Context: an optimization exercise on an open-source flow, tuned for small area, a short achievable clock period and few clock cycles per item. The choices shown serve that exercise and are no tape-out recipe.
Where RTL was checked, it was by simulation tests only, not by an equivalence proof against the original.
Only the layout flow was run in runs 3 to 5; the RTL was not checked for function there.

`flow/config.mk`:
```
export PLATFORM = sky130hd
export DESIGN_NAME = CORDIC
export DESIGN_NICKNAME = CORDIC
export VERILOG_FILES = /design/flow/design.v
export SDC_FILE = /design/flow/constraint.sdc
export NUM_CORES = 4
export LEC_CHECK = 0
export CAP_MARGIN = 20
export CORE_MARGIN = 2
export CORE_UTILIZATION = 40
export SLEW_MARGIN = 20
```
`flow/constraint.sdc`:
```
create_clock -name core_clock -period 10.0 [get_ports {clk}]
set_input_delay 2.0000 -clock core_clock [delete_from_list [all_inputs] [get_ports {clk}]]
set_output_delay 2.0000 -clock core_clock [all_outputs]
set_load 0.01 [all_outputs]
```
`flow/design.v`:
```
`timescale 1ns / 1ps
module CORDIC #(
    parameter iterations = 16
    )(
    input clk,
    input rst,
    input input_ready,
    input [15:0] angle,  
    output reg output_ready,
    output reg signed [15:0] cosine_out,  
    output reg signed [15:0] sine_out
    );
    wire [15:0] SCALE_FACTOR_LUT [7:0];
    wire [15:0] ANGLE_LUT [15:0]; 
        localparam [1:0] START  = 2'b00,
                         CORDIC = 2'b01;
    reg [1:0] STATE;  
    reg signed [15:0] calc_angle;
    reg [15:0] angle_in;
    integer loop_num;
    assign ANGLE_LUT[0] = 16'd11520;  
    assign ANGLE_LUT[1] = 'd6801;  
    assign ANGLE_LUT[2] = 'd3593;   
    assign ANGLE_LUT[3] = 'd1824;   
    assign ANGLE_LUT[4] = 'd915;   
    assign ANGLE_LUT[5] = 'd458;    
    assign ANGLE_LUT[6] = 'd205;    
    assign ANGLE_LUT[7] = 'd115;    
    assign ANGLE_LUT[8] = 'd57;    
    assign ANGLE_LUT[9] = 'd29;     
    assign ANGLE_LUT[10] = 'd14;    
    assign ANGLE_LUT[11] = 'd7;    
    assign ANGLE_LUT[12] = 'd4;     
    assign ANGLE_LUT[13] = 'd2;     
    assign ANGLE_LUT[14] = 'd1;     
    assign ANGLE_LUT[15] = 'd1;
    assign SCALE_FACTOR_LUT[0] = 16'd23170;  
    assign SCALE_FACTOR_LUT[1] = 16'd20724;
    assign SCALE_FACTOR_LUT[2] = 16'd20105;
    assign SCALE_FACTOR_LUT[3] = 16'd19950;
    assign SCALE_FACTOR_LUT[4] = 16'd19911;
    assign SCALE_FACTOR_LUT[5] = 16'd19901;
    assign SCALE_FACTOR_LUT[6] = 16'd19899;
    assign SCALE_FACTOR_LUT[7] = 16'd19898;
    always @(posedge clk) begin
        if (rst) begin
            loop_num <= 'd0;
            output_ready <= 1'b0;
            STATE <= START;
        end else begin
            case (STATE)
                START: begin
                    if (input_ready) begin
                        if (iterations >= 'd8) begin
                            cosine_out <= SCALE_FACTOR_LUT[7];
                        end else begin
                            cosine_out <= SCALE_FACTOR_LUT[iterations - 1];
                        end
                        loop_num <= 'd0;
                        sine_out <= 'd0;
                        calc_angle <= 'd0;
                        output_ready <= 1'b0;
                        if (angle < 'd46080) begin
                            angle_in <= angle; 
                        end else begin
                            angle_in <= 'd46080;
                        end
                        STATE <= CORDIC;
                    end
                end
                CORDIC: begin
                    if ((loop_num >= iterations) || (loop_num >= 'd16)) begin
                        output_ready <= 1'b1;
                        STATE <= START;
                    end else begin
                        if ($signed({calc_angle[15], calc_angle}) <= $signed({1'b0, angle_in})) begin
                            cosine_out <= cosine_out - (sine_out >>> loop_num);
                            sine_out <= sine_out + (cosine_out >>> loop_num);
                            calc_angle <= calc_angle + ANGLE_LUT[loop_num];
                        end else begin
                            cosine_out <= cosine_out + (sine_out >>> loop_num);
                            sine_out <= sine_out - (cosine_out >>> loop_num);
                            calc_angle <= calc_angle - ANGLE_LUT[loop_num];
                        end
                    end
                    loop_num <= loop_num + 'd1;
                end
                default: begin
                    STATE <= START;
                end
            endcase
        end
    end
endmodule
```
`flow/run.sh`:
```
#!/bin/bash
# synth_recipe.tcl (not shown) runs the flow's synth.tcl, then flattens the netlist and writes it again
# the make line also repeats each setting of config.mk as NAME=value (left out here)
make -C /OpenROAD-flow-scripts/flow DESIGN_CONFIG=/design/flow/config.mk WORK_HOME=/design/flow/orfs CLKGATE_MAP_FILE= SYNTH_SCRIPT=/design/flow/synth_recipe.tcl finish
```
==> results of run 1 <==
critical path: cells and delay by family, from the launching register on:
kind,cells,cell delay [ns]
XOR/XNOR,1,0.08
AND/OR/NAND/NOR,5,1.85
AO/OA/AOI/OAI,11,2.48
flip-flops,1,0.35
adder cells (fa/ha/maj),2,0.78
metal layers:
layer | vias up | global-route usage | share of wire
li1 | 4190 | - | -
met1 | 4064 | 0.314 | 0.48
met2 | 268 | 0.335 | 0.45
met3 | 39 | 0.0263 | 0.053
met4 | 0 | 0.0715 | 0.022
met5 | - | 0 | 0
metrics by stage:
step | std cells | hold slack [ns] | util | area (sq um)
after global routing | 1469 | 0.533 | 0.454 | 10700
final | 1469 | 0.496 | 0.454 | 10700
after detailed placement | 1453 | 0.476 | 0.441 | 10400
after global placement | 1453 | 0.461 | 0.441 | 10400
after floorplan | 1133 | 0.475 | - | 9610
after CTS | 1469 | 0.503 | 0.454 | 10700
cell families after synthesis:
group / Yosys count / share of synthesized area
compound gates: 291 / 0.200
xor+xnor: 81 / 0.0738
fa+ha+maj: 75 / 0.100
buf+inv: 116 / 0.0483
flops: 98 / 0.271
mux: 67 / 0.0886
simple gates: 405 / 0.218
sequential cells by signal (all words and copies together) (netlist names):
name / cells
angle_in: 16
sine_out: 16
loop_num: 32
calc_angle: 16
output_ready: 1
cosine_out: 16
STATE: 1
layout by cell type (no fill, tap or decap), types with 7 or more instances in the layout:
master,Yosys,layout
sky130_fd_sc_hd__mux2_2,14,14
sky130_fd_sc_hd__mux4_2,13,13
sky130_fd_sc_hd__nand2b_1,12,12
sky130_fd_sc_hd__dfxtp_1,34,31
sky130_fd_sc_hd__nor2_1,107,107
sky130_fd_sc_hd__ha_1,72,72
sky130_fd_sc_hd__o21bai_1,10,10
sky130_fd_sc_hd__clkdlybuf4s50_1,0,51
sky130_fd_sc_hd__nand3_1,48,48
sky130_fd_sc_hd__mux2i_1,40,40
sky130_fd_sc_hd__o21ai_0,46,45
sky130_fd_sc_hd__buf_4,2,16
sky130_fd_sc_hd__clkbuf_16,0,9
sky130_fd_sc_hd__a211oi_1,7,7
sky130_fd_sc_hd__edfxtp_1,64,64
sky130_fd_sc_hd__nor3_1,25,25
sky130_fd_sc_hd__and3_1,14,14
sky130_fd_sc_hd__o211ai_1,21,21
sky130_fd_sc_hd__a21o_1,14,14
sky130_fd_sc_hd__xnor2_1,45,45
sky130_fd_sc_hd__o21a_1,11,11
sky130_fd_sc_hd__a21oi_1,93,92
sky130_fd_sc_hd__or3_1,17,17
sky130_fd_sc_hd__inv_1,48,48
sky130_fd_sc_hd__and2_1,27,27
sky130_fd_sc_hd__nand4_1,11,11
sky130_fd_sc_hd__a31oi_1,16,16
sky130_fd_sc_hd__nand2_1,94,94
sky130_fd_sc_hd__or2_2,13,13
sky130_fd_sc_hd__o31ai_1,9,9
sky130_fd_sc_hd__nor4_1,9,9
sky130_fd_sc_hd__xor2_1,36,36
worst min path at each step:
stage                  from           end
6_report        loop_num[0]   loop_num[0]
5_1_grt         loop_num[0]   loop_num[0]
4_1_cts         loop_num[0]   loop_num[0]
3_5_place_dp   output_ready  output_ready
3_3_place_gp   output_ready  output_ready
2_1_floorplan  loop_num[30]  loop_num[30]
cell type report:
cell class	count	area, sq um	area share
clock buffer	9	225	0.0211
clock inverter	7	72.6	0.00679
inverter	50	188	0.0176
multi-input combinational	919	6560	0.614
sequential	98	2610	0.244
tap	319	399	0.0374
timing repair buffer	67	631	0.0590
==> impl_metrics.py, run 1 <==
metrics = {
    "outcome": {
        "status": "no timing/DRC/antenna violations",
    },
    "synthesis": {
        "synthTopCellsByArea": "sky130_fd_sc_hd__edfxtp_1 (20%), sky130_fd_sc_hd__ha_1 (9.4%), sky130_fd_sc_hd__dfxtp_1 (7.1%), sky130_fd_sc_hd__a21oi_1 (4.8%), sky130_fd_sc_hd__nor2_1 (4.2%)",
        "netlist.top_cell.by_area": "sky130_fd_sc_hd__edfxtp_1",
        "yosys_most_used_dff": "sky130_fd_sc_hd__edfxtp_1",
        "seq_area_frac_synth": 0.271,
        "synthCells": 1133,
        "synth.cells.most_frequent": "sky130_fd_sc_hd__nor2_1 (107), sky130_fd_sc_hd__nand2_1 (94), sky130_fd_sc_hd__a21oi_1 (93)",
        "ys_ff_latch": 98,
        "summed_instance_area_of_the_synthesized_netlist_sq_um": 9610,
        "post_synth.cell_area_avg_sq_um": 8.48,
        "post-synth-top-area-fraction": 0.200,
        "yosys_warnings": 1,
        "yosys.cell_count.top_type": "sky130_fd_sc_hd__nor2_1",
        "asyncSetResetFlopFracSynth": 0,
        "synth.lib_cells_used.distinct": 82,
        "synthesis.nets": 1227,
        "synth-edff-count": 64,
    },
    "clocking": {
        "cts_tree": "built",
        "count_of_buffers_added_by_post_cts_timing_repair_for_setup": 0,
        "numCtsBuffers": 9,
        "cts-root-buf": "sky130_fd_sc_hd__clkbuf_16",
        "cts-root-to-sink-buffers": 2,
        "h-tree-depth": 3,
        "worst_skew_pair_later_pin_latency_ns": 0.37,
        "post_cts.resized_instances": 0,
        "cts.sinks": 98,
        "cts_hold_fix_bufs": 0,
        "cts.clk_slew.worst_paths_ns": 0.08,
    },
    "global_route": {
        "grt_remaining_overflow": 0,
        "number_of_global_route_vias_before_repair": 8110,
        "antenna_found_initial": 0,
        "first_pass_grt_wire_length_mm": 44.5,
        "grt_max_degree": 53,
        "track_usage": 0.216,
    },
    "critical_path": {
        "worst_ep_arrival_time_ns": 5.90,
        "critPathCapture": "sine_out[14]",
        "delay_of_the_slowest_cell_on_the_worst_path_ns": 0.64,
        "path_max_fanout": 22,
        "worstReg2RegEnd": "sine_out[14]",
        "start_kind": "register",
        "setup_crit_path_kind": "reg -> reg",
        "endpoint_kind": "register",
        "worst_path_most_repeated_cell": "sky130_fd_sc_hd__a21oi_1",
        "critical_path.reg2reg.startpoint": "loop_num[16]",
        "crit_path_start": "loop_num[16]",
        "count_of_cells_along_the_worst_register_to_register_path": 19,
        "crit_chain": "nor3_1 -> nand3_2 -> nor2_2 -> a21boi_0 -> o211a_1 -> ha_1 -> nor2_1 -> a21oi_1 -> fa_1 -> a21o_1 -> a21oi_1 -> o21bai_1 -> a21oi_1 -> o21bai_1 -> a41o_1 -> o41a_1 -> a31oi_1 -> xnor2_1 -> and2_1",
        "required_time_of_the_critical_path_ns": 10.14,
        "critPathSlowestCell": "sky130_fd_sc_hd__nor2_2",
        "timing.reg2reg.setup_slack_ns": 4.24,
    },
    "floorplan": {
        "ioPinCount": 52,
        "fp.dieW_um": 159,
        "placement_rows": 56,
        "die_area_sq_um": 25300,
        "initial_core_util": 0.408,
        "core_area_sq_um": 23500,
        "die_height_um": 159,
    },
    "timing": {
        "finClkSkew_ns": 0.0143,
        "finalHoldViolations": 0,
        "drv_slew": 0,
        "slew_headroom": 0.356,
        "setup_ws_ns": 4.24,
        "layout_worst_path_cycle_share": 0.576,
        "setup-violations-final": 0,
        "max_freq_mhz": 174,
        "min_period_ns": 5.76,
        "rsz0062_at_grt": "false",
        "fin_tns_setup_ns": 0,
        "worst_slew_pin_slew_ns": 0.962,
    },
    "place": {
        "gp_congestion": 0.976,
        "place.port_buffers": 51,
        "place_hpwl_mm": 19.8,
        "placement.setup.worst_slack_ns": 4.34,
    },
    "routing": {
        "routedWlPerCell_um": 18.7,
        "drt_iter0_drc": 766,
        "firstDrtPassIters": 5,
        "drc_errors": 0,
        "route.antenna.remaining_nets": 0,
        "vias_per_cell": 5.83,
        "route.vias.total": 8561,
        "postRouteWirelength_mm": 27.4,
    },
    "cells_and_area": {
        "post_route_cells_drive_above_1_share": 0.0878,
        "area_growth_pct": 11.2,
        "insertedDiodeCount": 0,
        "layout.filler_cells": 2358,
        "layout.nets": 1239,
    },
    "hold_path": {
        "instance_count_along_the_most_critical_hold_path": 2,
        "hp-class": "reg -> reg",
    },
    "flow_run": {
        "number_of_max_capacitance_violations_reported": 0,
    },
}
Testbench counts, summed over its fixed seeds: cycles 43,200, items 2,400.
==> run 2, diff against run 1 <==
==> flow/design.v (replaced) <==
module CORDIC (
    input clk,
    input rst,
    input input_ready,
    input [15:0] angle,
    output reg output_ready,
    output reg signed [15:0] cosine_out,
    output reg signed [15:0] sine_out
);
    reg               busy;
    reg        [3:0]  cnt;    
    reg signed [13:0] r;      
    wire        big  = (angle >= 16'd25546);
    wire        d1   = (angle >= 16'd11520);
    wire [15:0] r2a  = angle - 16'd18321;    
    wire [15:0] r2b  = angle - 16'd4719;     
    wire [13:0] r2   = big ? 14'sd7225 : d1 ? r2a[13:0] : r2b[13:0];
    wire [12:0] t =
        (cnt == 4'd2) ? 13'd3593 :
        (cnt == 4'd3) ? 13'd1824 :
        (cnt == 4'd4) ? 13'd915 :
        (cnt == 4'd5) ? 13'd458 :
        (cnt == 4'd6) ? 13'd205 :
        (cnt == 4'd7) ? 13'd115 :
        (cnt == 4'd8) ? 13'd57 :
        (cnt == 4'd9) ? 13'd29 :
        (cnt == 4'd10) ? 13'd14 :
        (cnt == 4'd11) ? 13'd7 :
        (cnt == 4'd12) ? 13'd4 :
        (cnt == 4'd13) ? 13'd2 :
        (cnt == 4'd14) ? 13'd1 :
                        13'd1;
    wire               up = ~r[13];    
    wire signed [15:0] ss = sine_out >>> cnt;
    wire signed [15:0] cs = cosine_out >>> cnt;
    always @(posedge clk) begin
        if (rst) begin
            busy <= 1'b0;
            output_ready <= 1'b0;
        end else if (input_ready) begin
            busy <= 1'b1;
            output_ready <= 1'b0;
        end else if (busy && cnt == 4'd15) begin
            busy <= 1'b0;
            output_ready <= 1'b1;
        end
        if (input_ready) begin
            cnt <= 4'd2;
            cosine_out <= d1 ? 16'sd9949 : 16'sd29847;
            sine_out <= d1 ? 16'sd29847 : 16'sd9949;
            r <= r2;
        end else if (busy) begin
            cnt <= cnt + 4'd1;
            cosine_out <= up ? cosine_out - ss : cosine_out + ss;
            sine_out <= up ? sine_out + cs : sine_out - cs;
            r <= up ? r - $signed({1'b0, t}) : r + $signed({1'b0, t});
        end
    end
endmodule
==> impl_metrics.py, run 2 <==
metrics = {
    "global_route": {
        "grt_max_degree": 45,
        "number_of_global_route_vias_before_repair": 5870,
        "track_usage": 0.208,
        "antenna_found_initial": 0,
        "grt_remaining_overflow": 0,
        "first_pass_grt_wire_length_mm": 29.9,
    },
    "synthesis": {
        "synth-edff-count": 46,
        "asyncSetResetFlopFracSynth": 0,
        "synthCells": 752,
        "ys_ff_latch": 52,
        "seq_area_frac_synth": 0.224,
        "post_synth.cell_area_avg_sq_um": 8.92,
        "netlist.top_cell.by_area": "sky130_fd_sc_hd__edfxtp_1",
        "yosys_warnings": 1,
        "mux_share_of_post_synthesis_cell_area": 0.140,
        "synth-simple-area-share": 0.161,
        "synth_compound_area_frac": 0.204,
        "synth.lib_cells_used.distinct": 70,
        "synth-xor-area-share": 0.104,
        "yosys_most_used_dff": "sky130_fd_sc_hd__edfxtp_1",
        "synth_top_family_by_area": "compound AO/OA/AOI/OAI gates",
        "summed_instance_area_of_the_synthesized_netlist_sq_um": 6710,
        "post_synth_fa_ha_maj_area_fraction": 0.124,
        "synthTopCellsByArea": "sky130_fd_sc_hd__edfxtp_1 (21%), sky130_fd_sc_hd__ha_1 (11%), sky130_fd_sc_hd__mux4_2 (6.0%), sky130_fd_sc_hd__xnor2_1 (6.0%), sky130_fd_sc_hd__mux4_1 (5.9%)",
        "post-synth-top-area-fraction": 0.206,
        "synthesis.nets": 835,
        "yosys.cell_count.top_type": "sky130_fd_sc_hd__nor2_1",
        "synth.cells.most_frequent": "sky130_fd_sc_hd__nor2_1 (78), sky130_fd_sc_hd__a21oi_1 (67), sky130_fd_sc_hd__nand2_1 (66)",
    },
    "floorplan": {
        "die_area_sq_um": 17800,
        "initial_core_util": 0.408,
        "ioPinCount": 52,
        "core_area_sq_um": 16500,
        "fp.dieW_um": 134,
        "die_height_um": 134,
        "placement_rows": 47,
    },
    "clocking": {
        "count_of_buffers_added_by_post_cts_timing_repair_for_setup": 0,
        "cts_tree": "built",
        "cts_hold_fix_bufs": 0,
        "numCtsBuffers": 5,
        "post_cts.resized_instances": 0,
        "h-tree-depth": 2,
        "worst_skew_pair_later_pin_latency_ns": 0.31,
        "cts-root-to-sink-buffers": 2,
        "cts-root-buf": "sky130_fd_sc_hd__clkbuf_16",
        "cts.clk_slew.worst_paths_ns": 0.08,
        "cts.sinks": 52,
    },
    "critical_path": {
        "critPathSlowestCell": "sky130_fd_sc_hd__dfxtp_2",
        "critPathCapture": "cosine_out[15]",
        "endpoint_kind": "register",
        "path_max_fanout": 35,
        "critical_path.reg2reg.startpoint": "cnt[0]",
        "setup_crit_path_kind": "reg -> reg",
        "worst_ep_arrival_time_ns": 5.60,
        "crit_chain": "mux4_2 -> mux2_2 -> a222oi_1 -> ha_1 -> nand2_1 -> o21ai_0 -> ha_1 -> a211o_1 -> a21oi_1 -> o21ai_0 -> a2111oi_0 -> a211oi_1 -> a31oi_1 -> nor2_1 -> mux2_1",
        "delay_of_the_slowest_cell_on_the_worst_path_ns": 0.96,
        "crit_path_start": "cnt[0]",
        "required_time_of_the_critical_path_ns": 10.07,
        "timing.reg2reg.setup_slack_ns": 4.46,
        "worstReg2RegEnd": "cosine_out[15]",
        "count_of_cells_along_the_worst_register_to_register_path": 15,
        "start_kind": "register",
    },
    "cells_and_area": {
        "post_route_cells_drive_above_1_share": 0.0667,
        "insertedDiodeCount": 0,
        "fin_util": 0.457,
        "layout.nets": 862,
        "area_growth_pct": 12.0,
        "stdcell_count": 1000,
        "reg.largest.list": "cosine_out (16), sine_out (16), r (14)",
        "most_common_library_cell_in_the_layout_ignoring_fill_and_taps": "sky130_fd_sc_hd__nor2_1",
        "mostFrequentLayoutCells": "sky130_fd_sc_hd__nor2_1 (78), sky130_fd_sc_hd__a21oi_1 (67), sky130_fd_sc_hd__nand2_1 (66)",
        "post-route-cell-area_sq_um": 7520,
    },
    "routing": {
        "route.vias.total": 5941,
        "firstDrtPassIters": 5,
        "drc_errors": 0,
        "postRouteWirelength_mm": 18.3,
        "vias_per_cell": 5.94,
        "routedWlPerCell_um": 18.3,
        "drt_iter0_drc": 470,
        "route.antenna.remaining_nets": 0,
    },
    "timing": {
        "min_period_ns": 5.54,
        "fin_tns_setup_ns": 0,
        "max_freq_mhz": 181,
        "worst_slew_pin_slew_ns": 0.958,
        "slew_headroom": 0.361,
        "setup-violations-final": 0,
        "rsz0062_at_grt": "false",
        "finalHoldViolations": 0,
        "layout_worst_path_cycle_share": 0.554,
        "finClkSkew_ns": 0.00966,
        "drv_slew": 0,
        "hold_slack_ns": 0.569,
        "setup_ws_ns": 4.46,
    },
    "place": {
        "placed_area_sq_um": 7350,
        "gp_congestion": 0.932,
        "place_hpwl_mm": 13.8,
        "place.port_buffers": 51,
        "placement.setup.worst_slack_ns": 4.42,
        "dp.cells": 992,
    },
    "hold_path": {
        "hold_start": "output_ready",
        "hp-class": "reg -> reg",
    },
    "outcome": {
        "status": "no timing/DRC/antenna violations",
    },
    "flow_run": {
        "number_of_max_capacitance_violations_reported": 0,
    },
}
[run 2: layer usage]
layer	global-route usage	share of wire	up-vias	wire, um
met5	0	0	-	0
met4	0.0727	0.026	0	479
met3	0.0335	0.054	36	984
met2	0.344	0.46	184	8440
met1	0.277	0.46	2847	8370
li1	-	-	2874	-
[run 2: cells by family after synthesis]
kind of cell	after synthesis
muxes	46
xor gates and xnor gates	78
buffers and inverters	66
adders and majority gates	64
DFF	52
and+or+nand+nor	232
AOI/OAI and AO/OA	214
[run 2: cell type report]
cell class / count / area [sq um]
Clock buffer: 6 / 129
Clock inverter: 2 / 35.0
Fill cell: 1601 / 8950
Inverter: 29 / 109
Multi-Input combinational cell: 634 / 4910
Sequential cell: 52 / 1500
Tap cell: 220 / 275
Timing Repair Buffer: 57 / 556
[run 2: how the worst min path moves through the flow]
stage / to / cells past startpoint
3_3_place_gp: output_ready / 2
5_1_grt: output_ready / 2
3_5_place_dp: output_ready / 2
4_1_cts: output_ready / 2
2_1_floorplan: output_ready / 2
6_report: output_ready / 2
[run 2: critical path, delay by kind of cell, from the launching register on]
kind / cells / cell delay (ns)
mux: 3 / 1.21
fa+ha+maj: 2 / 0.70
flops: 1 / 0.96
simple gates: 2 / 0.13
compound gates: 8 / 2.26
Testbench counts of run 2, summed over its fixed seeds: cycles 36,000, items 2,400.
==> run 3, diff against run 2 <==
==> flow/design.v (replaced) <==
module CORDIC (
    input clk,
    input rst,
    input input_ready,
    input [15:0] angle,
    output reg output_ready,
    output reg signed [15:0] cosine_out,
    output reg signed [15:0] sine_out
);
    reg               busy;
    reg        [3:0]  cnt;    
    reg               up;     
    reg signed [15:0] r;      
    wire [15:0] a_c = (angle >= 16'd25546) ? 16'd25546 : angle;
    wire d1 = (angle >= 16'd11520);
    wire d2 = d1 ? (angle >= 16'd18321) : (angle >= 16'd4719);
    wire d1_held = ~cosine_out[14];
    reg signed [15:0] k;
    always @* begin
        k = 16'sd0;
        if (cnt == 4'd2) k = d1_held ? (up ? -16'sd21914 : -16'sd14728)
                                     : (up ? -16'sd8312 : -16'sd1126);
        if (cnt == 4'd3) k = up ? -16'sd1824 : 16'sd1824;
        if (cnt == 4'd4) k = up ? -16'sd915 : 16'sd915;
        if (cnt == 4'd5) k = up ? -16'sd458 : 16'sd458;
        if (cnt == 4'd6) k = up ? -16'sd205 : 16'sd205;
        if (cnt == 4'd7) k = up ? -16'sd115 : 16'sd115;
        if (cnt == 4'd8) k = up ? -16'sd57 : 16'sd57;
        if (cnt == 4'd9) k = up ? -16'sd29 : 16'sd29;
        if (cnt == 4'd10) k = up ? -16'sd14 : 16'sd14;
        if (cnt == 4'd11) k = up ? -16'sd7 : 16'sd7;
        if (cnt == 4'd12) k = up ? -16'sd4 : 16'sd4;
        if (cnt == 4'd13) k = up ? -16'sd2 : 16'sd2;
        if (cnt == 4'd14 || cnt == 4'd15) k = up ? -16'sd1 : 16'sd1;
    end
    wire signed [15:0] r_n = r + k;
    wire signed [15:0] ss = sine_out >>> cnt;
    wire signed [15:0] cs = cosine_out >>> cnt;
    wire signed [15:0] c_n = cosine_out + (ss ^ {16{up}}) + {15'd0, up};
    wire signed [15:0] s_n = sine_out + (cs ^ {16{~up}}) + {15'd0, ~up};
    always @(posedge clk) begin
        if (rst) begin
            busy <= 1'b0;
            output_ready <= 1'b0;
        end else if (input_ready) begin
            busy <= 1'b1;
            output_ready <= 1'b0;
        end else if (busy && cnt == 4'd15) begin
            busy <= 1'b0;
            output_ready <= 1'b1;
        end
        if (input_ready) begin
            cnt <= 4'd2;
            cosine_out <= d1 ? 16'sd9949 : 16'sd29847;    
            sine_out <= d1 ? 16'sd29847 : 16'sd9949;
            r <= a_c;
            up <= d2;
        end else if (busy) begin
            cnt <= cnt + 4'd1;
            cosine_out <= c_n;
            sine_out <= s_n;
            r <= r_n;
            up <= ~r_n[15];
        end
    end
endmodule
--- a/flow/config.mk
+++ b/flow/config.mk
@@ -7,2 +7,3 @@
 export LEC_CHECK = 0
+export ABC_AREA = 1
 export CAP_MARGIN = 20
@@ -10,2 +11,3 @@
 export CORE_UTILIZATION = 40
+export SETUP_SLACK_MARGIN = 5
 export SLEW_MARGIN = 20
==> impl_metrics.py, run 3 <==
metrics = {
    "timing": {
        "finClkSkew_ns": 0.0141,
        "setup-violations-final": 0,
        "drv_slew": 0,
        "max_freq_mhz": 227,
        "fin_tns_setup_ns": 0,
        "min_period_ns": 4.41,
        "layout_worst_path_cycle_share": 0.441,
        "worst_slew_pin_slew_ns": 0.798,
        "rsz0062_at_grt": "false",
        "finalHoldViolations": 0,
        "slew_headroom": 0.467,
    },
    "synthesis": {
        "synthCells": 979,
        "synthesis.nets": 1056,
        "summed_instance_area_of_the_synthesized_netlist_sq_um": 6530,
        "synth.lib_cells_used.distinct": 44,
        "mux_share_of_post_synthesis_cell_area": 0.00460,
        "asyncSetResetFlopFracSynth": 0,
        "synth_compound_area_frac": 0.197,
        "synth.cells.most_frequent": "sky130_fd_sc_hd__nand2_1 (270), sky130_fd_sc_hd__nand3_1 (104), sky130_fd_sc_hd__inv_1 (87)",
        "post_synth.cell_area_avg_sq_um": 6.67,
        "synth-simple-area-share": 0.302,
        "synth-edff-count": 49,
        "post_synth_fa_ha_maj_area_fraction": 0.115,
        "ys_ff_latch": 55,
        "netlist.top_cell.by_area": "sky130_fd_sc_hd__edfxtp_1",
        "post-synth-top-area-fraction": 0.225,
        "seq_area_frac_synth": 0.244,
        "yosys.cell_count.top_type": "sky130_fd_sc_hd__nand2_1",
        "synth-xor-area-share": 0.0631,
        "yosys_warnings": 1,
        "synth_top_family_by_area": "simple AND/OR/NAND/NOR gates",
        "yosys_most_used_dff": "sky130_fd_sc_hd__edfxtp_1",
        "synthTopCellsByArea": "sky130_fd_sc_hd__edfxtp_1 (23%), sky130_fd_sc_hd__nand2_1 (16%), sky130_fd_sc_hd__ha_1 (11%), sky130_fd_sc_hd__nand3_1 (8.0%), sky130_fd_sc_hd__a21oi_1 (6.4%)",
    },
    "global_route": {
        "track_usage": 0.236,
        "number_of_global_route_vias_before_repair": 6297,
        "grt_remaining_overflow": 0,
        "antenna_found_initial": 1,
        "first_pass_grt_wire_length_mm": 33.0,
        "grt_max_degree": 38,
    },
    "routing": {
        "drc_errors": 0,
        "routedWlPerCell_um": 16.8,
        "route.antenna.remaining_nets": 0,
        "postRouteWirelength_mm": 20.6,
        "route.vias.total": 6768,
        "vias_per_cell": 5.51,
        "firstDrtPassIters": 6,
        "drt_iter0_drc": 443,
    },
    "clocking": {
        "cts-root-buf": "sky130_fd_sc_hd__clkbuf_16",
        "worst_skew_pair_later_pin_latency_ns": 0.32,
        "count_of_buffers_added_by_post_cts_timing_repair_for_setup": 0,
        "h-tree-depth": 2,
        "cts_tree": "built",
        "cts-root-to-sink-buffers": 2,
        "cts.sinks": 55,
        "cts.clk_slew.worst_paths_ns": 0.09,
        "numCtsBuffers": 5,
    },
    "floorplan": {
        "core_area_sq_um": 15900,
        "placement_rows": 46,
        "ioPinCount": 52,
        "die_area_sq_um": 17400,
        "fp.dieW_um": 132,
        "die_height_um": 132,
        "initial_core_util": 0.409,
    },
    "critical_path": {
        "setup_crit_path_kind": "reg -> reg",
        "crit_chain": "nor2_2 -> inv_1 -> nor2_1 -> inv_1 -> o21ai_0 -> a21oi_1 -> a21oi_1 -> o21ai_0 -> a21boi_0 -> ha_1 -> a21oi_1 -> o21ai_0 -> nand2_1 -> o2111ai_1 -> nand2_1 -> inv_1 -> o21ai_0 -> nand3_1 -> nand3_1 -> o21ai_0",
        "delay_of_the_slowest_cell_on_the_worst_path_ns": 0.60,
        "critPathSlowestCell": "sky130_fd_sc_hd__nor2_2",
        "path_max_fanout": 15,
        "critical-path-top-delay-family": "compound AO/OA/AOI/OAI gates",
        "critical_path_buf_inv_count": 3,
        "required_time_of_the_critical_path_ns": 10.04,
        "start_kind": "register",
        "worst_ep_arrival_time_ns": 4.45,
        "worst_path_most_repeated_cell": "sky130_fd_sc_hd__o21ai_0",
        "endpoint_kind": "register",
    },
    "hold_path": {
        "hp-class": "reg -> reg",
    },
    "place": {
        "gp_congestion": 0.949,
        "place_hpwl_mm": 15.5,
        "place.port_buffers": 51,
    },
    "outcome": {
        "status": "no timing/DRC/antenna violations",
    },
    "cells_and_area": {
        "insertedDiodeCount": 0,
        "layout.nets": 1089,
        "mostFrequentLayoutCells": "sky130_fd_sc_hd__nand2_1 (269), sky130_fd_sc_hd__nand3_1 (104), sky130_fd_sc_hd__inv_1 (86)",
        "post_route_cells_drive_above_1_share": 0.0326,
        "area_growth_pct": 12.8,
        "most_common_library_cell_in_the_layout_ignoring_fill_and_taps": "sky130_fd_sc_hd__nand2_1",
        "reg.largest.list": "cosine_out (16), r (16), sine_out (16)",
    },
    "flow_run": {
        "number_of_max_capacitance_violations_reported": 0,
    },
}
run 3: changes by cell type after synthesis, moves of 17 or more:
| cell | before | now |
|---|---|---|
| sky130_fd_sc_hd__a21oi_1 | 67 | 84 |
| sky130_fd_sc_hd__inv_1 | 28 | 87 |
| sky130_fd_sc_hd__mux4_2 | 18 | 0 |
| sky130_fd_sc_hd__nand2_1 | 66 | 270 |
| sky130_fd_sc_hd__nand3_1 | 11 | 104 |
| sky130_fd_sc_hd__o21ai_0 | 39 | 69 |
| sky130_fd_sc_hd__xnor2_1 | 46 | 9 |
run 3: worst register-to-register path, stage by stage (launching register included):
cell and delay [ns]:
sky130_fd_sc_hd__dfxtp_1 0.52, sky130_fd_sc_hd__nor2_2 0.60, sky130_fd_sc_hd__inv_1 0.32, sky130_fd_sc_hd__nor2_1 0.29, sky130_fd_sc_hd__inv_1 0.14, sky130_fd_sc_hd__o21ai_0 0.22, sky130_fd_sc_hd__a21oi_1 0.13, sky130_fd_sc_hd__a21oi_1 0.15
sky130_fd_sc_hd__o21ai_0 0.09, sky130_fd_sc_hd__a21boi_0 0.25, sky130_fd_sc_hd__ha_1 0.29, sky130_fd_sc_hd__a21oi_1 0.17, sky130_fd_sc_hd__o21ai_0 0.11, sky130_fd_sc_hd__nand2_1 0.08, sky130_fd_sc_hd__o2111ai_1 0.15, sky130_fd_sc_hd__nand2_1 0.10
sky130_fd_sc_hd__inv_1 0.05, sky130_fd_sc_hd__o21ai_0 0.20, sky130_fd_sc_hd__nand3_1 0.10, sky130_fd_sc_hd__nand3_1 0.09, sky130_fd_sc_hd__o21ai_0 0.09
run 3: cell type report:
class                      count  area (sq um)
tap                          216           270
sequential                    55          1600
timing repair inverter         1          5.00
fill                        1729          8580
timing repair buffer          57           556
multi-input combinational    801          4440
clock inverter                 3          23.8
inverter                      91           345
clock buffer                   5           125
run 3: logic make-up (layout without fill, tap and decap cells):
| kind of cell | count (synthesis) | in the layout |
|---|---|---|
| XOR/XNOR | 47 | 47 |
| buffers and inverters | 123 | 157 |
| flip-flops | 55 | 55 |
| multiplexers | 3 | 3 |
| adder cells (fa/ha/maj) | 58 | 58 |
| AO/OA/AOI/OAI | 222 | 222 |
| AND/OR/NAND/NOR | 471 | 471 |
run 3: per-stage QoR:
step / worst slack (ns) / area [sq um] / std cells / hold slack, ns / util
floorplan: 5.96 / 6530 / 979 / 0.491 / -
global placement: 4.93 / 7200 / 1220 / 0.522 / 0.452
detailed placement: 4.87 / 7200 / 1220 / 0.509 / 0.452
CTS: 5.40 / 7350 / 1228 / 0.533 / 0.461
global route: 5.09 / 7360 / 1229 / 0.550 / 0.462
finish: 5.59 / 7360 / 1229 / 0.540 / 0.462
run 3: routing by layer:
layer / vias up / GRT usage / share of wire
met5: - / 0 / 0
met4: 0 / 0.0489 / 0.013
met3: 17 / 0.0377 / 0.062
met2: 210 / 0.357 / 0.42
met1: 3095 / 0.353 / 0.50
li1: 3446 / - / -
run 3: what timing repair did:
action,in CTS,in global routing
gates cloned,0,1
setup endpoints to repair,7,5
hold buffers,0,0
gates resized for setup,1,2
pin swaps,0,0
run 3: path summary, 6_finish.rpt:
| check | cells after the start | start | slack [ns] | endpoint |
|---|---|---|---|---|
| min | 2 | output_ready | 0.54 | output_ready |
| max reg2reg | 20 | cnt[2] | 5.59 | r[14] |
| max | 20 | cnt[2] | 5.59 | r[14] |
| min reg2reg | 2 | output_ready | 0.54 | output_ready |
==> run 4, diff against run 3 <==
==> flow/flow/run.sh (new file) <==
#!/bin/bash
set -euo pipefail
bash standard.sh SETUP_SLACK_MARGIN=6 finish > make_finish.log 2>&1
==> flow/standard.sh (new file) <==
#!/bin/bash
# synth_recipe.tcl (not shown) runs the flow's synth.tcl, then flattens the netlist and writes it again
# the make line also repeats each setting of config.mk as NAME=value (left out here)
make -C /OpenROAD-flow-scripts/flow DESIGN_CONFIG=/design/flow/config.mk WORK_HOME=/design/flow/orfs CLKGATE_MAP_FILE= SYNTH_SCRIPT=/design/flow/synth_recipe.tcl "${@:-finish}"
--- a/flow/config.mk
+++ b/flow/config.mk
@@ -11,3 +11,2 @@
 export CORE_UTILIZATION = 40
-export SETUP_SLACK_MARGIN = 5
 export SLEW_MARGIN = 20
removed: flow/run.sh
==> impl_metrics.py, run 4 <==
metrics = {
    "outcome": {
        "status": "no timing/DRC/antenna violations",
    },
    "timing": {
        "setup-violations-final": 0,
        "slew_headroom": 0.595,
        "worst_slew_pin_slew_ns": 0.604,
        "drv_slew": 0,
        "finClkSkew_ns": 0.00764,
        "layout_worst_path_cycle_share": 0.385,
        "hold_slack_ns": 0.530,
        "finalHoldViolations": 0,
        "rsz0062_at_grt": "true",
        "fin_tns_setup_ns": 0,
        "setup_ws_ns": 6.15,
        "max_freq_mhz": 260,
        "min_period_ns": 3.85,
    },
    "global_route": {
        "number_of_global_route_vias_before_repair": 6244,
        "global_route.usage.met2": 0.353,
        "track_usage": 0.236,
        "first_pass_grt_wire_length_mm": 33.2,
        "grt_use_met3": 0.0396,
        "grt_remaining_overflow": 0,
        "antenna_found_initial": 1,
        "grt_max_degree": 38,
        "gr-max-usage-layer": "met1",
        "met1_usage": 0.357,
    },
    "clocking": {
        "numCtsBuffers": 5,
        "worst_skew_pair_later_pin_latency_ns": 0.32,
        "h-tree-depth": 2,
        "cts.clk_slew.worst_paths_ns": 0.08,
        "cts-root-buf": "sky130_fd_sc_hd__clkbuf_16",
        "cts.sinks": 55,
        "cts_tree": "built",
        "cts-root-to-sink-buffers": 2,
    },
    "critical_path": {
        "count_of_cells_along_the_worst_register_to_register_path": 20,
        "required_time_of_the_critical_path_ns": 9.98,
        "critical_path_buf_inv_count": 4,
        "critPathSlowestCell": "sky130_fd_sc_hd__clkdlybuf4s50_1",
        "setup_crit_path_kind": "in -> reg",
        "critical-path-top-delay-family": "buffers and inverters",
        "timing.reg2reg.setup_slack_ns": 6.29,
        "delay_of_the_slowest_cell_on_the_worst_path_ns": 0.45,
        "start_kind": "input port",
        "endpoint_kind": "register",
        "worst_path_most_repeated_cell": "sky130_fd_sc_hd__buf_4",
        "crit_chain": "clkdlybuf4s50_1 -> buf_4 -> inv_4 -> nand2_8 -> buf_4",
        "worst_ep_arrival_time_ns": 3.83,
        "path_max_fanout": 37,
        "critical_path.reg2reg.startpoint": "cnt[0]",
        "worstReg2RegEnd": "r[14]",
    },
    "routing": {
        "route.vias.total": 6938,
        "postRouteWirelength_mm": 21.3,
        "routedWlPerCell_um": 17.1,
        "firstDrtPassIters": 5,
        "drt_iter0_drc": 546,
        "drc_errors": 0,
        "route.antenna.remaining_nets": 0,
        "vias_per_cell": 5.56,
    },
    "synthesis": {
        "netlist.top_cell.by_area": "sky130_fd_sc_hd__edfxtp_1",
        "ys_ff_latch": 55,
        "post_synth.cell_area_avg_sq_um": 6.67,
        "synth.lib_cells_used.distinct": 44,
        "synthesis.nets": 1056,
        "summed_instance_area_of_the_synthesized_netlist_sq_um": 6530,
        "synthTopCellsByArea": "sky130_fd_sc_hd__edfxtp_1 (23%), sky130_fd_sc_hd__nand2_1 (16%), sky130_fd_sc_hd__ha_1 (11%), sky130_fd_sc_hd__nand3_1 (8.0%), sky130_fd_sc_hd__a21oi_1 (6.4%)",
        "synth-edff-count": 49,
        "yosys.cell_count.top_type": "sky130_fd_sc_hd__nand2_1",
        "yosys_warnings": 1,
        "yosys_most_used_dff": "sky130_fd_sc_hd__edfxtp_1",
        "seq_area_frac_synth": 0.244,
        "synthCells": 979,
        "synth.cells.most_frequent": "sky130_fd_sc_hd__nand2_1 (270), sky130_fd_sc_hd__nand3_1 (104), sky130_fd_sc_hd__inv_1 (87)",
        "asyncSetResetFlopFracSynth": 0,
        "post-synth-top-area-fraction": 0.225,
    },
    "floorplan": {
        "ioPinCount": 52,
        "placement_rows": 46,
        "fp.dieW_um": 132,
        "die_area_sq_um": 17400,
        "initial_core_util": 0.409,
        "core_area_sq_um": 15900,
        "die_height_um": 132,
    },
    "cells_and_area": {
        "most_common_library_cell_in_the_layout_ignoring_fill_and_taps": "sky130_fd_sc_hd__nand2_1",
        "area_growth_pct": 17.4,
        "layout.nets": 1107,
        "post-route-cell-area_sq_um": 7660,
        "post_route_cells_drive_above_1_share": 0.0621,
        "reg.largest.list": "cosine_out (16), r (16), sine_out (16)",
        "mostFrequentLayoutCells": "sky130_fd_sc_hd__nand2_1 (266), sky130_fd_sc_hd__nand3_1 (104), sky130_fd_sc_hd__inv_1 (85)",
        "insertedDiodeCount": 0,
    },
    "place": {
        "placed_area_sq_um": 7200,
        "placement.setup.worst_slack_ns": 4.85,
        "place_hpwl_mm": 15.6,
        "place.port_buffers": 51,
        "gp_congestion": 0.945,
    },
    "hold_path": {
        "hp-class": "reg -> reg",
        "instance_count_along_the_most_critical_hold_path": 2,
        "terminating_pin_of_the_worst_hold_path": "output_ready",
        "hold_start": "output_ready",
    },
    "flow_run": {
        "number_of_max_capacitance_violations_reported": 0,
    },
}
[run 4: cells by family (layout without fill, tap and decap cells)]
logic type / Yosys count / after routing / synth area share
AND/OR/NAND/NOR: 471 / 471 / 0.302
AO/OA/AOI/OAI: 222 / 222 / 0.197
buffers and inverters: 123 / 175 / 0.0755
adder cells (fa/ha/maj): 58 / 58 / 0.115
flip-flops: 55 / 55 / 0.244
XOR/XNOR: 47 / 47 / 0.0631
multiplexers: 3 / 3 / 0.00460
[run 4: area by class of cell]
cell class	instances	area, sq um
clock buffers	5	125
well taps	216	270
clock inverters	3	17.5
multi-input cells	801	4510
repair inverters	2	10.0
fillers	1667	8280
flip-flops and latches	55	1600
repair buffers	74	759
inverters	91	362
[run 4: worst min-delay path: cells and delay by family, from the launching register on]
kind	cells	cell delay [ns]
AND/OR/NAND/NOR	1	0.05
AO/OA/AOI/OAI	1	0.12
flip-flops	1	0.32
[run 4: how the worst max path moves through the flow]
| stage | start | endpoint | cells past startpoint |
|---|---|---|---|
| after global placement | cnt[1] | r[14] | 20 |
| after detailed placement | cnt[1] | r[14] | 20 |
| after CTS | up | r[14] | 23 |
| final | input_ready | r[15] | 5 |
| after floorplan | up | r[14] | 25 |
| after global routing | cnt[0] | r[14] | 22 |
[run 4: layer usage]
layer / vias up / part of all wire / wire length (um)
li1: 3475 / - / -
met3: 17 / 0.068 / 1440
met5: - / 0 / 0
met4: 0 / 0.013 / 284
met2: 219 / 0.42 / 8980
met1: 3227 / 0.50 / 10600
[run 4: timing repair]
action                                  CTS  global route
gates resized for setup                   9            39
cloned                                    1             3
pin swaps                                 0             2
hold buffers                              0             0
endpoints found under the setup margin   90            15
buffers inserted                          1            14
[run 4: stage by stage]
stage	std cells	utilization
finish	1247	0.480
global route	1247	0.480
CTS	1230	0.464
detailed placement	1220	0.452
global placement	1220	0.452
floorplan	979	-
==> run 5, diff against run 4 <==
==> flow/flow/run.sh (replaced) <==
#!/bin/bash
set -euo pipefail
bash standard.sh SETUP_SLACK_MARGIN=7 finish > make_finish.log 2>&1
==> impl_metrics.py, run 5 <==
metrics = {
    "critical_path": {
        "delay_of_the_slowest_cell_on_the_worst_path_ns": 0.37,
        "critical_path_buf_inv_count": 5,
        "worst_path_most_repeated_cell": "sky130_fd_sc_hd__nand3_1",
        "path_max_fanout": 5,
        "required_time_of_the_critical_path_ns": 10.08,
        "crit_chain": "buf_4 -> ha_4 -> inv_6 -> nand2_8 -> o21ai_4 -> nand3b_1 -> buf_4 -> nand2_4 -> nand2_4 -> inv_2 -> nand2_2 -> a41oi_2 -> ha_4 -> nand2_1 -> nor2_1 -> inv_1 -> a21oi_2 -> a2111oi_4 -> nand3_1 -> nand3_1 -> nand3_1",
        "worst_ep_arrival_time_ns": 3.52,
        "endpoint_kind": "register",
        "critical-path-top-delay-family": "simple AND/OR/NAND/NOR gates",
        "setup_crit_path_kind": "reg -> reg",
        "start_kind": "register",
        "critPathSlowestCell": "sky130_fd_sc_hd__dfxtp_4",
    },
    "routing": {
        "met3_wirelength_mm": 2.81,
        "dr_wl_met2_mm": 12.9,
        "top_signal_layer_used": "met4",
        "vias_per_cell": 5.94,
        "postRouteWirelength_mm": 28.8,
        "routedWlPerCell_um": 20.2,
        "drc_errors": 0,
        "drt_iter0_drc": 873,
        "route.antenna.remaining_nets": 0,
        "met1Wirelength_mm": 11.7,
        "firstDrtPassIters": 6,
        "route.vias.total": 8475,
    },
    "timing": {
        "fin_tns_setup_ns": 0,
        "slew_headroom": 0.666,
        "min_period_ns": 3.45,
        "finalHoldViolations": 0,
        "layout_worst_path_cycle_share": 0.345,
        "setup-violations-final": 0,
        "rsz0062_at_grt": "true",
        "drv_slew": 0,
        "worst_slew_pin_slew_ns": 0.496,
        "finClkSkew_ns": 0.0132,
        "hold_slack_ns": 0.512,
        "max_freq_mhz": 290,
    },
    "synthesis": {
        "synth-edff-count": 49,
        "post_synth.cell_area_avg_sq_um": 6.67,
        "synth-xor-area-share": 0.0631,
        "post-synth-top-area-fraction": 0.225,
        "synth_top_family_by_area": "simple AND/OR/NAND/NOR gates",
        "netlist.top_cell.by_area": "sky130_fd_sc_hd__edfxtp_1",
        "seq_area_frac_synth": 0.244,
        "asyncSetResetFlopFracSynth": 0,
        "summed_instance_area_of_the_synthesized_netlist_sq_um": 6530,
        "yosys.cell_count.top_type": "sky130_fd_sc_hd__nand2_1",
        "yosys_most_used_dff": "sky130_fd_sc_hd__edfxtp_1",
        "synthCells": 979,
        "ys_ff_latch": 55,
        "synth.lib_cells_used.distinct": 44,
        "yosys_warnings": 1,
        "synthTopCellsByArea": "sky130_fd_sc_hd__edfxtp_1 (23%), sky130_fd_sc_hd__nand2_1 (16%), sky130_fd_sc_hd__ha_1 (11%), sky130_fd_sc_hd__nand3_1 (8.0%), sky130_fd_sc_hd__a21oi_1 (6.4%)",
        "synth-simple-area-share": 0.302,
        "post_synth_fa_ha_maj_area_fraction": 0.115,
        "mux_share_of_post_synthesis_cell_area": 0.00460,
        "synthesis.nets": 1056,
        "synth_compound_area_frac": 0.197,
        "synth.cells.most_frequent": "sky130_fd_sc_hd__nand2_1 (270), sky130_fd_sc_hd__nand3_1 (104), sky130_fd_sc_hd__inv_1 (87)",
    },
    "place": {
        "place_hpwl_mm": 15.7,
        "gp_congestion": 1.00,
        "placed_area_sq_um": 7400,
        "place.port_buffers": 51,
    },
    "clocking": {
        "cts_tree": "built",
        "cts.clk_slew.worst_paths_ns": 0.08,
        "numCtsBuffers": 5,
        "worst_skew_pair_later_pin_latency_ns": 0.32,
        "h-tree-depth": 2,
        "cts-root-buf": "sky130_fd_sc_hd__clkbuf_16",
        "cts-root-to-sink-buffers": 2,
        "cts.sinks": 55,
        "cts_hold_fix_bufs": 0,
    },
    "global_route": {
        "track_usage": 0.294,
        "number_of_global_route_vias_before_repair": 7601,
        "antenna_found_initial": 0,
        "grt_max_degree": 30,
        "grt_remaining_overflow": 0,
        "first_pass_grt_wire_length_mm": 40.7,
    },
    "cells_and_area": {
        "reg.largest.list": "cosine_out (16), r (16), sine_out (16)",
        "post-route-cell-area_sq_um": 11000,
        "most_common_library_cell_in_the_layout_ignoring_fill_and_taps": "sky130_fd_sc_hd__nand2_1",
        "area_growth_pct": 68.1,
        "layout.nets": 1286,
        "fin_util": 0.688,
        "mostFrequentLayoutCells": "sky130_fd_sc_hd__nand2_1 (199), sky130_fd_sc_hd__buf_4 (140), sky130_fd_sc_hd__nand3_1 (79)",
        "insertedDiodeCount": 0,
        "post_route_cells_drive_above_1_share": 0.446,
        "layout.filler_cells": 1211,
    },
    "flow_run": {
        "number_of_max_capacitance_violations_reported": 0,
    },
    "floorplan": {
        "die_area_sq_um": 17400,
        "ioPinCount": 52,
        "initial_core_util": 0.409,
        "die_height_um": 132,
        "core_area_sq_um": 15900,
        "fp.dieW_um": 132,
        "placement_rows": 46,
    },
    "hold_path": {
        "hp-class": "reg -> reg",
    },
    "outcome": {
        "status": "no timing/DRC/antenna violations",
    },
}
run 5: cell counts after synthesis:
No cell type changed its count.
run 5: kinds of logic (layout without fill, tap and decap cells):
kind of cell	Yosys count	count (layout)
and+or+nand+nor	471	474
AOI/OAI and AO/OA	222	222
buffers and inverters	123	351
adders and majority gates	58	58
DFF	55	55
xor gates and xnor gates	47	47
muxes	3	3
run 5: worst paths after layout:
| path | startpoint | to | depth (start not counted) | slack (ns) |
|---|---|---|---|---|
| min | output_ready | output_ready | 2 | 0.51 |
| max reg2reg | cnt[0] | up | 21 | 6.55 |
| max | cnt[0] | up | 21 | 6.55 |
| min reg2reg | output_ready | output_ready | 2 | 0.51 |
run 5: worst reg2reg max path, delay by kind of cell, from the launching register on:
kind                     cells  cell delay [ns]
flip-flops                   1             0.37
AND/OR/NAND/NOR             10             0.96
AO/OA/AOI/OAI                4             0.75
buffers and inverters        5             0.66
adder cells (fa/ha/maj)      2             0.45
run 5: stage by stage:
step,std cells,setup slack [ns]
2_1_floorplan,979,6.64
6_report,1426,6.55
4_1_cts,1375,6.72
3_5_place_dp,1217,5.64
3_3_place_gp,1217,5.65
5_1_grt,1426,6.41
run 5: final cells by class:
type / instances / area (sq um) / share of cell area
clock buffers: 6 / 129 / 0.0117
well taps: 216 / 270 / 0.0246
clock inverters: 2 / 12.5 / 0.00114
repair buffers: 248 / 2290 / 0.208
multi-input cells: 804 / 6160 / 0.561
inverters: 91 / 455 / 0.0415
flip-flops and latches: 55 / 1610 / 0.146
repair inverters: 4 / 52.6 / 0.00479
run 5: per-layer routing:
metal  vias up  track usage
met5         -            0
met4         0        0.124
met3       121       0.0715
met2       536        0.443
met1      3969        0.402
li1       3849            -
run 5: what timing repair did:
item                                   in CTS  in global routing
resized for setup                         370                232
setup buffers                             139                 50
setup endpoints to repair                 133                 77
endpoints found under the hold margin       0                  0
pin swaps                                 116                 83
gates cloned                               11                  1
==> run 6, diff against run 5 <==
--- a/flow/design.v
+++ b/flow/design.v
@@ -14,5 +14,2 @@
     wire [15:0] a_c = (angle >= 16'd25546) ? 16'd25546 : angle;
-    wire d1 = (angle >= 16'd11520);
-    wire d2 = d1 ? (angle >= 16'd18321) : (angle >= 16'd4719);
-    wire d1_held = ~cosine_out[14];
     reg signed [15:0] k;
@@ -20,4 +17,4 @@
         k = 16'sd0;
-        if (cnt == 4'd2) k = d1_held ? (up ? -16'sd21914 : -16'sd14728)
-                                     : (up ? -16'sd8312 : -16'sd1126);
+        if (cnt == 4'd1) k = up ? -16'sd18321 : -16'sd4719;
+        if (cnt == 4'd2) k = up ? -16'sd3593 : 16'sd3593;
         if (cnt == 4'd3) k = up ? -16'sd1824 : 16'sd1824;
@@ -52,7 +49,7 @@
         if (input_ready) begin
-            cnt <= 4'd2;
-            cosine_out <= d1 ? 16'sd9949 : 16'sd29847;    
-            sine_out <= d1 ? 16'sd29847 : 16'sd9949;
+            cnt <= 4'd1;
+            cosine_out <= 16'sd19898;    
+            sine_out <= 16'sd19898;
             r <= a_c;
-            up <= d2;
+            up <= (angle >= 16'd11520);
         end else if (busy) begin
==> flow/run.sh (new file) <==
#!/bin/bash
# synth_recipe.tcl (not shown) runs the flow's synth.tcl, then flattens the netlist and writes it again
# the make line also repeats each setting of config.mk as NAME=value (left out here)
make -C /OpenROAD-flow-scripts/flow DESIGN_CONFIG=/design/flow/config.mk WORK_HOME=/design/flow/orfs CLKGATE_MAP_FILE= SYNTH_SCRIPT=/design/flow/synth_recipe.tcl finish
removed: flow/flow/run.sh
removed: flow/standard.sh
==> impl_metrics.py, run 6 <==
metrics = {
    "outcome": {
        "status": "no timing/DRC/antenna violations",
    },
    "synthesis": {
        "synth.cells.most_frequent": "sky130_fd_sc_hd__nand2_1 (261), sky130_fd_sc_hd__a21oi_1 (100), sky130_fd_sc_hd__o21ai_0 (92)",
        "synth.lib_cells_used.distinct": 46,
        "synthCells": 1015,
        "synthesis.nets": 1085,
        "post_synth.cell_area_avg_sq_um": 6.21,
        "asyncSetResetFlopFracSynth": 0,
        "yosys_most_used_dff": "sky130_fd_sc_hd__dfxtp_1",
        "netlist.top_cell.by_area": "sky130_fd_sc_hd__nand2_1",
        "summed_instance_area_of_the_synthesized_netlist_sq_um": 6300,
        "ys_ff_latch": 55,
        "synth-edff-count": 17,
        "post-synth-top-area-fraction": 0.155,
        "seq_area_frac_synth": 0.202,
        "synthTopCellsByArea": "sky130_fd_sc_hd__nand2_1 (16%), sky130_fd_sc_hd__dfxtp_1 (12%), sky130_fd_sc_hd__ha_1 (9.5%), sky130_fd_sc_hd__edfxtp_1 (8.1%), sky130_fd_sc_hd__a21oi_1 (7.9%)",
        "yosys_warnings": 1,
        "yosys.cell_count.top_type": "sky130_fd_sc_hd__nand2_1",
    },
    "cells_and_area": {
        "layout.filler_cells": 1690,
        "layout.nets": 1114,
        "area_growth_pct": 12.7,
        "mostFrequentLayoutCells": "sky130_fd_sc_hd__nand2_1 (261), sky130_fd_sc_hd__a21oi_1 (100), sky130_fd_sc_hd__o21ai_0 (92)",
        "insertedDiodeCount": 0,
        "most_common_library_cell_in_the_layout_ignoring_fill_and_taps": "sky130_fd_sc_hd__nand2_1",
        "post_route_cells_drive_above_1_share": 0.0421,
        "reg.largest.list": "cosine_out (16), r (16), sine_out (16)",
        "stdcell_count": 1256,
    },
    "clocking": {
        "cts.sinks": 55,
        "cts_tree": "built",
        "cts_hold_fix_bufs": 0,
        "worst_skew_pair_later_pin_latency_ns": 0.31,
        "cts-root-to-sink-buffers": 2,
        "numCtsBuffers": 5,
        "cts.clk_slew.worst_paths_ns": 0.09,
        "h-tree-depth": 2,
        "count_of_buffers_added_by_post_cts_timing_repair_for_setup": 0,
        "cts-root-buf": "sky130_fd_sc_hd__clkbuf_16",
        "post_cts.resized_instances": 0,
    },
    "global_route": {
        "met1_usage": 0.364,
        "grt_max_degree": 36,
        "global_route.usage.met2": 0.348,
        "antenna_found_initial": 0,
        "grt_remaining_overflow": 0,
        "first_pass_grt_wire_length_mm": 31.7,
        "gr-max-usage-layer": "met1",
        "grt_use_met3": 0.0330,
        "track_usage": 0.237,
        "number_of_global_route_vias_before_repair": 6258,
    },
    "critical_path": {
        "endpoint_kind": "register",
        "critPathSlowestCell": "sky130_fd_sc_hd__dfxtp_1",
        "critical-path-top-delay-family": "compound AO/OA/AOI/OAI gates",
        "critical_path_buf_inv_count": 1,
        "worst_path_most_repeated_cell": "sky130_fd_sc_hd__nand2_1",
        "crit_chain": "inv_1 -> ha_1 -> o21ai_1 -> nor2_1 -> a211oi_1 -> nor3_1 -> o21ai_0 -> nand3_1 -> a21oi_1 -> a21oi_1 -> ha_1 -> nand3_1 -> nand2_1 -> a21boi_0 -> o21ai_0 -> a31oi_1 -> o21bai_1 -> nand2_1 -> nand2_1 -> nand2_1 -> nand3_1 -> nand2_1",
        "worst_ep_arrival_time_ns": 5.59,
        "path_max_fanout": 34,
        "required_time_of_the_critical_path_ns": 10.08,
        "delay_of_the_slowest_cell_on_the_worst_path_ns": 1.03,
        "setup_crit_path_kind": "reg -> reg",
        "timing.reg2reg.setup_slack_ns": 4.49,
        "start_kind": "register",
    },
    "flow_run": {
        "number_of_max_capacitance_violations_reported": 0,
    },
    "floorplan": {
        "core_area_sq_um": 15300,
        "fp.dieW_um": 130,
        "initial_core_util": 0.412,
        "die_height_um": 130,
        "die_area_sq_um": 16800,
        "placement_rows": 45,
        "ioPinCount": 52,
    },
    "place": {
        "place.port_buffers": 51,
        "dp.cells": 1248,
        "place_hpwl_mm": 14.6,
        "gp_congestion": 0.964,
    },
    "routing": {
        "route.antenna.remaining_nets": 0,
        "vias_per_cell": 5.49,
        "drc_errors": 0,
        "route.vias.total": 6900,
        "routedWlPerCell_um": 15.5,
        "firstDrtPassIters": 5,
        "postRouteWirelength_mm": 19.5,
        "drt_iter0_drc": 547,
    },
    "timing": {
        "drv_slew": 0,
        "layout_worst_path_cycle_share": 0.551,
        "finalHoldViolations": 0,
        "min_period_ns": 5.51,
        "slew_headroom": 0.293,
        "max_freq_mhz": 181,
        "worst_slew_pin_slew_ns": 1.06,
        "setup-violations-final": 0,
        "finClkSkew_ns": 0.00681,
        "fin_tns_setup_ns": 0,
        "rsz0062_at_grt": "false",
    },
    "hold_path": {
        "hp-class": "reg -> reg",
    },
}
==> run 6: metal layers <==
| layer | vias up | wire length (um) |
|---|---|---|
| li1 | 3526 | - |
| met1 | 3156 | 10200 |
| met2 | 202 | 7940 |
| met3 | 16 | 1060 |
| met4 | 0 | 245 |
| met5 | - | 0 |
==> run 6: cells by family (layout without fill, tap and decap cells) <==
| group | count (synthesis) | in the layout | synth area share |
|---|---|---|---|
| DFF | 55 | 55 | 0.202 |
| adders and majority gates | 51 | 51 | 0.105 |
| buffers and inverters | 125 | 155 | 0.0804 |
| xor gates and xnor gates | 40 | 40 | 0.0556 |
| AOI/OAI and AO/OA | 265 | 265 | 0.236 |
| and+or+nand+nor | 477 | 477 | 0.319 |
| muxes | 2 | 2 | 0.00318 |
==> run 6: layout make-up <==
class                   instances  area [sq um]  share of cell area
clock inverters                 3          22.5             0.00317
well taps                     211           264              0.0372
inverters                      89           334              0.0470
flip-flops and latches         55          1270               0.179
clock buffers                   5           125              0.0176
repair buffers                 58           563              0.0792
multi-input cells             835          4530               0.637
==> run 6: tightest hold or removal path, delay by kind of cell, from the launching register on <==
kind            cells  cell delay (ns)
compound gates      1             0.12
simple gates        1             0.05
flops               1             0.32
==> run 6: stage by stage <==
step | hold slack (ns) | instance area (sq um) | setup WS, ns | util
finish | 0.526 | 7110 | 4.49 | 0.464
global route | 0.568 | 7110 | 3.81 | 0.464
CTS | 0.522 | 7110 | 4.57 | 0.464
detailed placement | 0.507 | 6960 | 4.61 | 0.454
global placement | 0.497 | 6960 | 4.72 | 0.454
floorplan | 0.522 | 6300 | 6.20 | -
==> run 6: worst paths after layout <==
kind                        to  cells past startpoint          from
hold reg to reg   output_ready                      2  output_ready
setup / recovery         r[13]                     22        cnt[1]
setup reg to reg         r[13]                     22        cnt[1]
hold / removal    output_ready                      2  output_ready
Testbench counts of run 6, summed over its fixed seeds: cycles 38,400, items 2,400.

[static timing again, ports no longer ideal]
In the flow no input, the clock included, has a driving cell. The finished layouts below were timed again as built, in two steps.
Step 1 (the two cells are an assumption about what drives the block):
set clk [get_ports {clk}]
set_driving_cell -lib_cell sky130_fd_sc_hd__clkbuf_16 $clk
set_driving_cell -lib_cell sky130_fd_sc_hd__buf_2 [delete_from_list [all_inputs] $clk]
Step 2 also shifts input and output timing later by t, the mid clock arrival at the registers, as if the neighbouring blocks saw the same clock.
Three values: ideal, step 1, step 2; two values: the first two.
run	shift t [ns]	setup WS [ns]	worst register clock-pin slew, ns	worst data-port slew with drivers (ns)
run 1	0.414	4.243 / 4.243 / 4.243	0.08 / 0.08	0.03
run 2	0.343	4.462 / 4.462 / 4.420	0.08 / 0.08	0.03
run 3	0.356	5.590 / 5.590 / 5.274	0.09 / 0.09	0.04
run 4	0.355	6.153 / 6.173 / 5.818	0.08 / 0.08	0.04
run 5	0.354	6.554 / 6.554 / 6.408	0.08 / 0.08	0.04
run 6	0.354	4.485 / 4.485 / 4.485	0.09 / 0.09	0.03
After both steps setup and hold are still met in every run listed. For run 4, which loses most, drivers alone change the setup slack by +0.020 ns; drivers and shift together by -0.335 ns.
